What follows belongs to an exercise in optimizing a design on an open flow for small area, a short achievable clock period and few clock cycles per item; a production flow would make more cautious choices. Function was checked by simulation only, so behaviour that the tests miss may differ from the original.

==> flow/design.v, too long to show whole: its modules and the start of the top module <==
// module rom: 20 lines
// module sp_ram: 19 lines
// module nn_mac0: 648 lines
// module nn_mac1: 648 lines
// module nn_mac2: 579 lines
// module nn_mac3: 648 lines
// module nn_mac4: 648 lines
// module nn_mac5: 579 lines
// module nn_mac6: 648 lines
// module nn_mac7: 648 lines
// module nn_mac8: 645 lines
// module nn_mac9: 648 lines
// module nn_mac10: 627 lines
// module nn_mac11: 646 lines
// module nn_mac12: 627 lines
// module nn_mac13: 627 lines
// module nn_mac14: 579 lines
// module nn: 1368 lines
module nn (
    input  logic        clk,
    input  logic        reset,
    input  logic [3:0]  i_addr,
    input  logic [31:0] i_data,
    input  logic        i_we,
    input  logic        i_valid,
    input  logic        i_start,
    output logic        o_done,
    output logic [31:0] o_data,
    output logic [7:0]  o_predicted_class,
    output logic        o_valid
);
  // ...
==> flow/biases.mem <==
1101001000100011
0000000000000000
0000000000000000
0000000000000000
0000000000000000
0011111000011001
1111111011000110
0000000000000000
0000000000000000
0000000000000000
0000000000000000
0000000000000000
0000000000000000
0000000000000000
0000000000000000
0000000000000000
0011001001110001
1111011100010011
0000000000000000
1100100000010100
1101101101100011
1101101000010010
0000000000000000
1100111111010011
0011011110111011
0000000000000000
0001111101100101
0000000000000000
1110011111010111
0000000000000000
0011011111001011
0000000000000000
0000000000000000
0011101111101011
1111111110101100
0000000000000000
0011000000100110
0011100000111100
1111111101101000
1111110001101110
1101111100110100
0000000000010100
0010001000001011
0000000000000000
0010010001011010
1110011101010101
0010101000100011
==> flow/weights.mem <==
0010001011001000
1101110110001010
1111100100011111
1111100110101101
1110111101111110
0000100011111101
1111111101101000
1111110111000010
1101110001010110
1101101011100000
1111001010001001
1101111000010101
1110010100010000
1111011111000010
1110110011000111
0000000000100001
0001011010110010
0000100010101010
1110010100111000
0000100101001000
0000101011001011
0000110000000000
0000000000010010
0001100101110101
1111101010011110
1111101000000011
1111100011110110
1111111111000110
0001001010010110
1111000110111000
0001011111111000
1111111110011001
1110110110101101
1110010000100010
1110100010111110
0000101111000100
1110011011111011
1111111111110100
1110011100000110
1110111101010011
1110001110110000
0000100010001000
0001000011101101
0001101111011110
1110100011001110
1110011011000001
0001010001010101
0001011011011001
0000001111001111
1110101000101110
1111011100000011
1110010111111110
1110110001101100
1111011100100011
1110111011001110
1111011111101001
0000101011101010
0000101001110110
0001010000101011
1111101011100111
0001010111000111
1110010100000100
0001100000110100
1111101011001001
0000010011100110
1111111101100011
0001100111011010
0001000011010110
1111010110110110
1111001011100100
0001100000110100
1111111011100101
1111110100100000
1111110000111011
1111011011001010
1110101101110000
1110010110001000
0001001110111000
0000010010100010
1110101000111010
1111010000110010
1111000000100101
0000001000101001
1111000001101010
1111011101110010
1111110011010011
0000110011001100
0000010010100000
1110111011011010
1111010001010010
1110001111001010
0000000100001100
1111010000110111
1111011010011100
1111010101000100
1110001100100100
1111010000001001
1110111001100101
0001011001000100
0001100001010101
1111001101100001
0001011100100101
1111011001101001
1111001011111010
1111111000100011
0000101001001100
1110010011101001
0000111011000000
0000011110110000
1111000001101100
1111001010100010
0000110100010101
0001000010100101
1110011111100101
1110010011100110
0001101001110011
1110110110101001
1111111010000011
1111110001111110
0001011001101100
0000000011010101
1111011011001111
1111000110100001
0000101001011111
0000010000011101
1110111011100000
1110011011101101
0001010110110101
0001011010000010
0000000000110111
1110101101011111
1110100100011001
0001101101010111
0001000110110101
1111111000100110
1111110100111100
1111011010000101
1110010111001001
1111110011001111
1110100101100111
0001000010110010
0001001011101000
1110101100110000
1110110010100110
1110111100110110
0001001101011101
0000000010101110
1111111001001010
0001000110101000
1111000001000000
0001100001110010
1111101110011000
0000110010111101
0000100010000101
1111001001100100
0000110100111010
0001001001011111
1110010001000100
0001101010000101
0001011000110100
0000011001001011
1110011011101001
0000011001001011
1111011100111011
0000000000000001
0000111011100000
0001100111000000
1111111010011000
1111010100011011
0000100011001111
0001110001111000
1110100110100111
0001011111011101
1111101110100111
0000001101100011
0000101110111011
0000100001010101
1111101101001000
1110110010011001
1110010001000101
1111001111110110
0000000001010101
0000000001001101
0001001000110001
0000000100000100
0001010110110010
0001001001010100
0000111001010110
1110001111110000
1111001110111000
0001101000110100
0000010011101110
1111001001111010
1111000000100000
1111110100011101
1111111111011100
0001010100101011
1111111101110111
1110101111100010
0000010111111100
1110111110100100
1111010001001000
0000001011110011
1110111101110010
0001100001001111
1110110101101010
1110010010100011
1111111100110111
0000001010010111
1111111101011010
0001010110011001
0001010100100010
1111011000011010
0001010101110111
1111001111010010
0001011010101111
1111011111001101
1110101000001101
0001101110111010
1111010010100101
0001010000111010
0000010110000111
0000101110111101
0000011100001100
1110010111001100
1111101010011110
1111010100011001
0000011110010111
0001000010001101
0000101100000110
0001000011100011
0001101010111101
0000001000101011
0000110100110011
0000000111011110
1110101110101100
1110111011011100
1111101101110100
1110011011100001
0000010001111000
0001000011001110
1110101000011100
0000011101001001
1111101110110001
0001101111011010
0001100110111100
1110100101010101
1111111101001000
0001010110001000
1111011100000001
0000000001001110
0001000011010001
0000110000101101
0001101111100001
0001110001100111
0010001011010010
1111000100001100
1110011011110110
0000100001000010
0000000101010001
1110100101001011
0001011100110001
0001000011100100
0000111011111001
1111000000110110
0000001000110111
1110101110001000
1111111100100010
1111010111111101
0001001110111011
1110110101101110
1110101010100011
0001101001101001
1111011101111000
1110100111111001
1110001111010101
0000100101100001
1111111000010110
1110010110101111
0000110011101001
1111011001000100
0001100011011010
0000010000100110
1110011100111111
1111010110011000
0001001010001000
0001011011110101
0000100101101010
1110110000110111
1111110101011111
1111011111000011
0000101000101011
1110010101110110
1110100110011011
0000101110100000
0000110011111100
0000110101100101
1110111110101010
1111111001101111
0001001000101101
1110110110100110
0000011010100010
0001100011011111
1111100100000010
1111111011011111
0001000101101111
1101111010011001
1111000111000100
0000011101101001
0000101000101100
0001000110011001
1111001011101100
1111111101011000
1110101000010111
1111011000000111
1101101011111000
1110100010011100
1111001011100111
0000000011111110
1111100011011011
1111110000101011
1101100011010001
1101101111101111
0001100100010110
1111000100111011
0001101010001010
1111111011111100
0000011010001110
1111011100110010
1111000011010101
0000111011011111
1111011010111011
0001110010001101
1111011000111101
0000001101101010
0001110010000010
1110111100101110
1111101000110100
1110010000100111
1111110101001010
0001000000101101
0001001010101011
0000101101001111
1111100000011001
1110101001010010
0001001000011001
0001100010111010
1110001101110001
1110010111001100
1110010111110111
1110111110111000
0001000111000011
0000100111101011
0000000100100001
1110011101010011
1110010101101100
0001011011010110
1111001100010010
0000010001100010
1111001101010101
1110110011000111
0001110010000111
1111000111011111
1111010010101010
1111001010011100
1110001101111001
1111100000110001
1111011101100101
1111000110100001
1110011110011111
0000111100101000
1111011001001111
1111011110011100
1111000111111011
1111110100100000
0010010011010011
1110100001101000
1110110011010000
0011000001000010
1111011110011111
1110101011100011
0000000001111000
0000111011111010
1111000000000000
0000011011010010
1111100101110011
0001101010111100
0010001111000111
1111011001111000
0000011110000111
1110011101000111
1110110110111110
0000011010010010
1110011000110110
0000111001100011
1111010000010011
0001000100001101
1111110011110000
1110100011101111
0001010111111100
0001001010010111
0000110001000110
1111001011100001
1110111011100000
1111101010101111
0010101010001010
0001010101010010
0000111000110110
0011101010100001
0000001010010100
0000001001101101
0001101011011010
0010100101101010
0000011011100110
0000100011101111
1111111011000110
0111101100101110
0010010010100010
1110110101100101
0001110010010000
1110110101010011
1111011001101111
1111000111100100
0000001111100000
1111011100101110
0000000011001101
1110100010110111
0000011101011010
0001100111101010
0001010010000011
1111010011111001
1111010011000010
0001011111001000
1111110010100111
0000010011110101
1111011000101011
1110100000100110
1111101001000010
0000011011010111
1111110000010000
1110100101111110
1111110010011100
0000010010001010
0000101010101011
0001000000111001
0001011001000011
0001001000000100
0000011001010110
1110011001010001
0000110111101000
0000101000010110
0000110011111001
1111110001000011
0001010100111100
1110110010111011
1111000011110111
0001001000110110
0001000111111100
0000101110011001
0001010000001110
0000101011011001
1111010000100101
0001000010000110
0001001010101111
1111101100011010
1111001110010001
0100110001101001
0000010111101011
0000011100111000
0010010000110100
1111100001011111
1100110010010110
0100010101101001
1111100000101110
1101110000110011
0001111101001100
0000001001001011
1101111001101100
0011110110101000
1111101110110011
0011011111010101
1111001000110110
1110111100111111
1111001110001011
1101111001111101
0010100011100000
1110000101000101
0001001000110010
0011111100100100
1110001100011111
0001110010001001
0000010100010000
1110111011110100
1111001000010011
0001010011111100
==> flow/run.sh <==
#!/bin/bash
# synth_recipe.tcl (not shown) runs the flow's synth.tcl, then flattens the netlist and writes it again
# the make line also repeats each setting of config.mk as NAME=value (left out here)
make -C /OpenROAD-flow-scripts/flow DESIGN_CONFIG=/design/flow/config.mk WORK_HOME=/design/flow/orfs CLKGATE_MAP_FILE= SYNTH_SCRIPT=/design/flow/synth_recipe.tcl finish
==> flow/config.mk <==
export PLATFORM = sky130hd
export DESIGN_NAME = nn
export DESIGN_NICKNAME = nn
export VERILOG_FILES = /design/flow/design.v
export SDC_FILE = /design/flow/constraint.sdc
export NUM_CORES = 4
export LEC_CHECK = 0
export CAP_MARGIN = 30
export CORE_MARGIN = 2
export CORE_UTILIZATION = 40
export SETUP_SLACK_MARGIN = 5
export SLEW_MARGIN = 30
export SYNTH_MEMORY_MAX_BITS = 16384
==> flow/constraint.sdc <==
create_clock -name core_clock -period 11.0 [get_ports {clk}]
set_input_delay 2.2000 -clock core_clock [delete_from_list [all_inputs] [get_ports {clk}]]
set_output_delay 2.2000 -clock core_clock [all_outputs]
set_load 0.01 [all_outputs]
==> results_dict.tcl, run 1 <==
set metrics [dict create \
    antenna_found_initial 229 \
    largest_reg_flops 480 \
    final_cell_mix "inv_1, fa_1, a22oi_1, xor2_1, ha_1" \
    min_from "t[3]" \
    failed_checks "antenna violations" \
    reg2reg_slack_ns 5.15 \
    fin_setup_tns_ns 0 \
    cp.required_ns 11.93 \
    place_area_um2 286500 \
    start_util_pct 40.18 \
    yosys_warnings 18 \
    die_w_um 834.2 \
    top_area_cell_class "multi-input combinational cells" \
    min_path_type "flop to flop" \
    ys_types 98 \
    synth_edf_count 480 \
    cp_slowest_cell "o41ai_1" \
    io_pins 83 \
    synthArstFlopShare_pct 0 \
    viasPerCell 6.294 \
    placed_cells 36440 \
    clkSlewWorstSetupHoldPaths_ns 0.06 \
    drv_cap 0 \
    setup_viol 0 \
    status "failed layout checks" \
    gp_congestion 1.138 \
    areaGrowthSynthToFinish_pct 7.731 \
    end_kind "flop" \
    vias 234400 \
    ys_ff_latch 1964 \
    inverters 4335 \
    postCtsSetupRepairBufs 0 \
    drc 0 \
    final_hold_viol_count 0 \
    crit_start "qc1[8]" \
    drt_first_pass_iters 7 \
    ant_nets 2 \
    register_area_um2 44330 \
    synthSimpleGateAreaFrac_pct 5.216 \
    wirelength_met1_um 514200 \
]
Testbench counts, summed over its fixed seeds: cycles 8,264, items 192.
==> run 2, diff against run 1 <==
==> flow/flow/run.sh (new file) <==
#!/bin/bash
set -o pipefail
bash standard.sh NUM_CORES=8 CORE_UTILIZATION=35 SETUP_SLACK_MARGIN=6 CAP_MARGIN=30 SLEW_MARGIN=30 finish > standard_flow.log 2>&1
==> flow/standard.sh (new file) <==
#!/bin/bash
# synth_recipe.tcl (not shown) runs the flow's synth.tcl, then flattens the netlist and writes it again
# the make line also repeats each setting of config.mk as NAME=value (left out here)
make -C /OpenROAD-flow-scripts/flow DESIGN_CONFIG=/design/flow/config.mk WORK_HOME=/design/flow/orfs CLKGATE_MAP_FILE= SYNTH_SCRIPT=/design/flow/synth_recipe.tcl "${@:-finish}"
--- a/flow/config.mk
+++ b/flow/config.mk
@@ -6,8 +6,7 @@
 export NUM_CORES = 4
 export LEC_CHECK = 0
-export CAP_MARGIN = 30
+export CAP_MARGIN = 20
 export CORE_MARGIN = 2
 export CORE_UTILIZATION = 40
-export SETUP_SLACK_MARGIN = 5
-export SLEW_MARGIN = 30
+export SLEW_MARGIN = 20
 export SYNTH_MEMORY_MAX_BITS = 16384
removed: flow/run.sh
==> run 2 against run 1 <==
Compared with the run above: the run now finishes clean; via count is essentially flat; register-to-register slack better by 0.62 ns; first-iteration DRC count rose by 5.8%; global-route usage is 6.2 points lower; worst hold slack better by 0.015 ns; cell count up 3.7%; count of clock-buffer cells in the layout increased by 14; critical endpoint unchanged; highest routed layer unchanged.
==> results_dict.tcl, run 2 <==
set metrics [dict create \
    synth_common_cells "inv_1, fa_1, a22oi_1" \
    yosys-top-cells-area "fa_1, dfxtp_1, a22oi_1" \
    final_common_cell "inv_1" \
    cts_buffer_depth 4 \
    worstPathArrival_ns 6.19 \
    die_y_um 891.5 \
    wl_per_cell_um 36.16 \
    grt.overflow.total 0 \
    path_class "flop to flop" \
    grt_pass1_vias 233700 \
    synth_most_common_cell "inv_1" \
    wirelength_um 1396000 \
    grt_pass1_wl_um 1916000 \
    cts_tree "built" \
    areaGrowthSynthToFinish_pct 8.628 \
    clkSlewWorstSetupHoldPaths_ns 0.06 \
    drt_first_pass_iters 6 \
    worst_slew_pin_slew_ns 1.242 \
    synth.avg_cell_area_um2 9.569 \
    synth_area_leader_cell "fa_1" \
    cp.required_ns 11.96 \
    viasPerCell 6.073 \
    drc 0 \
    period_share_pct 47.53 \
    gp_congestion 1.088 \
    placed_cells 37770 \
    place_hpwl_um 1054000 \
    register_area_um2 44310 \
    fill_cells 78400 \
    die_w_um 891.5 \
    cp_slowest_cell "a2111oi_0" \
    regMostFlops "A" \
    vias 234500 \
    setup_viol 0 \
    num-nets-final 33640 \
    yosys_warnings 18 \
    period_minus_slack_ns 5.228 \
    max_freq_ghz 0.1913 \
    drt_iter0_markers 32720 \
    place_area_um2 288400 \
    cts_root_buf "clkbuf_16" \
    drive_gt1_share_pct 6.920 \
    synth.yosys.seq_area_share_pct 16.01 \
    cts_buffers 278 \
    multi_input_area_um2 206500 \
    fin_area_um2 299500 \
    ys_ff_latch 1964 \
    min_path_type "flop to flop" \
    synth-main-ff-cell "dfxtp_1" \
    num_rows 326 \
    portBuffers 75 \
    cp_common_cell "o211ai_1" \
    cp_cell_sequence "ha_1 -> fa_1 -> a211oi_1 -> o211ai_1 -> and2_1 -> a311oi_2 -> o211ai_1 -> a2111oi_0 -> or3_1 -> o311ai_0 -> nor4_1 -> nand4bb_1 -> a21oi_1" \
    syn_inst 28810 \
    fin_setup_tns_ns 0 \
    cp-start-kind "flop" \
    status "complete, no violations" \
    start_util_pct 35.06 \
    fin_skew_ns 0.09328 \
    htreeDepth 5 \
    grt_usage_pct 34.08 \
    io_pins 83 \
    final_cell_mix "inv_1, fa_1, a22oi_1, xor2_1, ha_1" \
    clkLatencyLatePin_ns 1.04 \
    ant_nets 0 \
    grt_max_degree 142 \
    maxSlewViolCount 0 \
    netlist_area_um2 275700 \
    synth_top_area_share_pct 30.32 \
    final_cell_count_no_fill 38610 \
    ctsHoldBuffers 0 \
    ys_types 98 \
    die-area_um2 794800 \
    drv_cap 0 \
    clock_sinks 1964 \
    rsz0062_at_grt "true" \
    end_kind "flop" \
    crit_fanout 4 \
    largest_reg_flops 480 \
    final_hold_viol_count 0 \
    max_slew_margin_pct 17.17 \
    antenna_found_initial 262 \
    synth_edf_count 480 \
    synthArstFlopShare_pct 0 \
    worst_path_largest_cell_delay_ns 0.77 \
    core_um2 786400 \
]
[run 2: cell counts after synthesis]
Identical to the previous run, type by type.
[run 2: stage by stage]
step	utilization [%]	setup slack, ns	hold slack (ns)
finish	38.08	5.772	0.6085
global route	38.01	5.764	0.6431
CTS	37.87	5.804	0.5841
detailed placement	36.68	4.568	0.5751
global placement	36.56	4.315	0.5671
floorplan	-	5.683	0.5264
[run 2: metal layers]
metal / routed length (µm) / track usage [%]
met3: 189100 / 13.75
met1: 522800 / 42.62
met2: 561900 / 47.18
met5: 1132 / 0
met4: 121200 / 24.83
[run 2: worst max-delay path, delay by kind of cell, from the launching register on]
family	cells	cell delay, ns
AO/OA/AOI/OAI	7	2.91
adder cells (fa/ha/maj)	2	0.67
flip-flops	1	0.41
AND/OR/NAND/NOR	4	1.16
[run 2: what timing repair did]
| action | in CTS | in global routing |
|---|---|---|
| buffers inserted | 1 | 10 |
| pin swaps | 2 | 13 |
| gates resized for setup | 23 | 61 |
| cloned | 1 | 4 |
| endpoints found under the setup margin | 349 | 513 |
[run 2: path summary, 6_finish.rpt]
| kind | from | endpoint | slack [ns] | cells past startpoint |
|---|---|---|---|---|
| worst max-delay path | qc0[0] | class_r | 5.77 | 13 |
| worst min-delay path | t[3] | t[3] | 0.61 | 1 |
| worst max register to register | qc0[0] | class_r | 5.77 | 13 |
| worst min register to register | t[3] | t[3] | 0.61 | 1 |
[run 2: kinds of logic after synthesis]
family | count (synthesis) | synth area share, %
other cells | 1 | 0.001360
xor+xnor | 4186 | 13.31
compound gates | 6652 | 17.15
flops | 1964 | 16.01
fa+ha+maj | 6005 | 38.62
mux | 57 | 0.2233
simple gates | 3008 | 5.216
buf+inv | 6935 | 9.472
[run 2: final cells by class]
class                   count  share of cell area [%]
flip-flops and latches   1964                   14.80
repair buffers           1093                   3.078
multi-input cells       19920                   68.95
clock inverters           125                  0.4621
diodes                    297                  0.2482
well taps               10500                   4.385
inverters                4335                   5.439
clock buffers             382                   2.638

==> what the ideal ports hide <==
The results above use ideal ports. As a check the final layouts listed here were re-extracted and re-timed, cells and wires unchanged.
Step 1 (the two cells are an assumption about what drives the block):
set clk [get_ports {clk}]
set_driving_cell -lib_cell sky130_fd_sc_hd__clkbuf_16 $clk
set_driving_cell -lib_cell sky130_fd_sc_hd__buf_2 [delete_from_list [all_inputs] $clk]
Step 2 moves the port delays by t, midway between the first and last clock arrival at a register: inputs arrive t later, outputs are due t later. That takes back most of the time a late clock gives input paths.
Three values: ideal ports, drivers, drivers and shift; two values: the first two.
run | shift t [ns] | setup slack, ns | pins driven straight from the clock port
run 1 | 1.179 | 5.148 / 5.148 / 4.390 | 1
run 2 | 1.145 | 5.772 / 5.772 / 5.056 | 1
The setup slack of run 1, which loses most, moves by 0.000 ns with the drivers and by -0.758 ns with both steps.
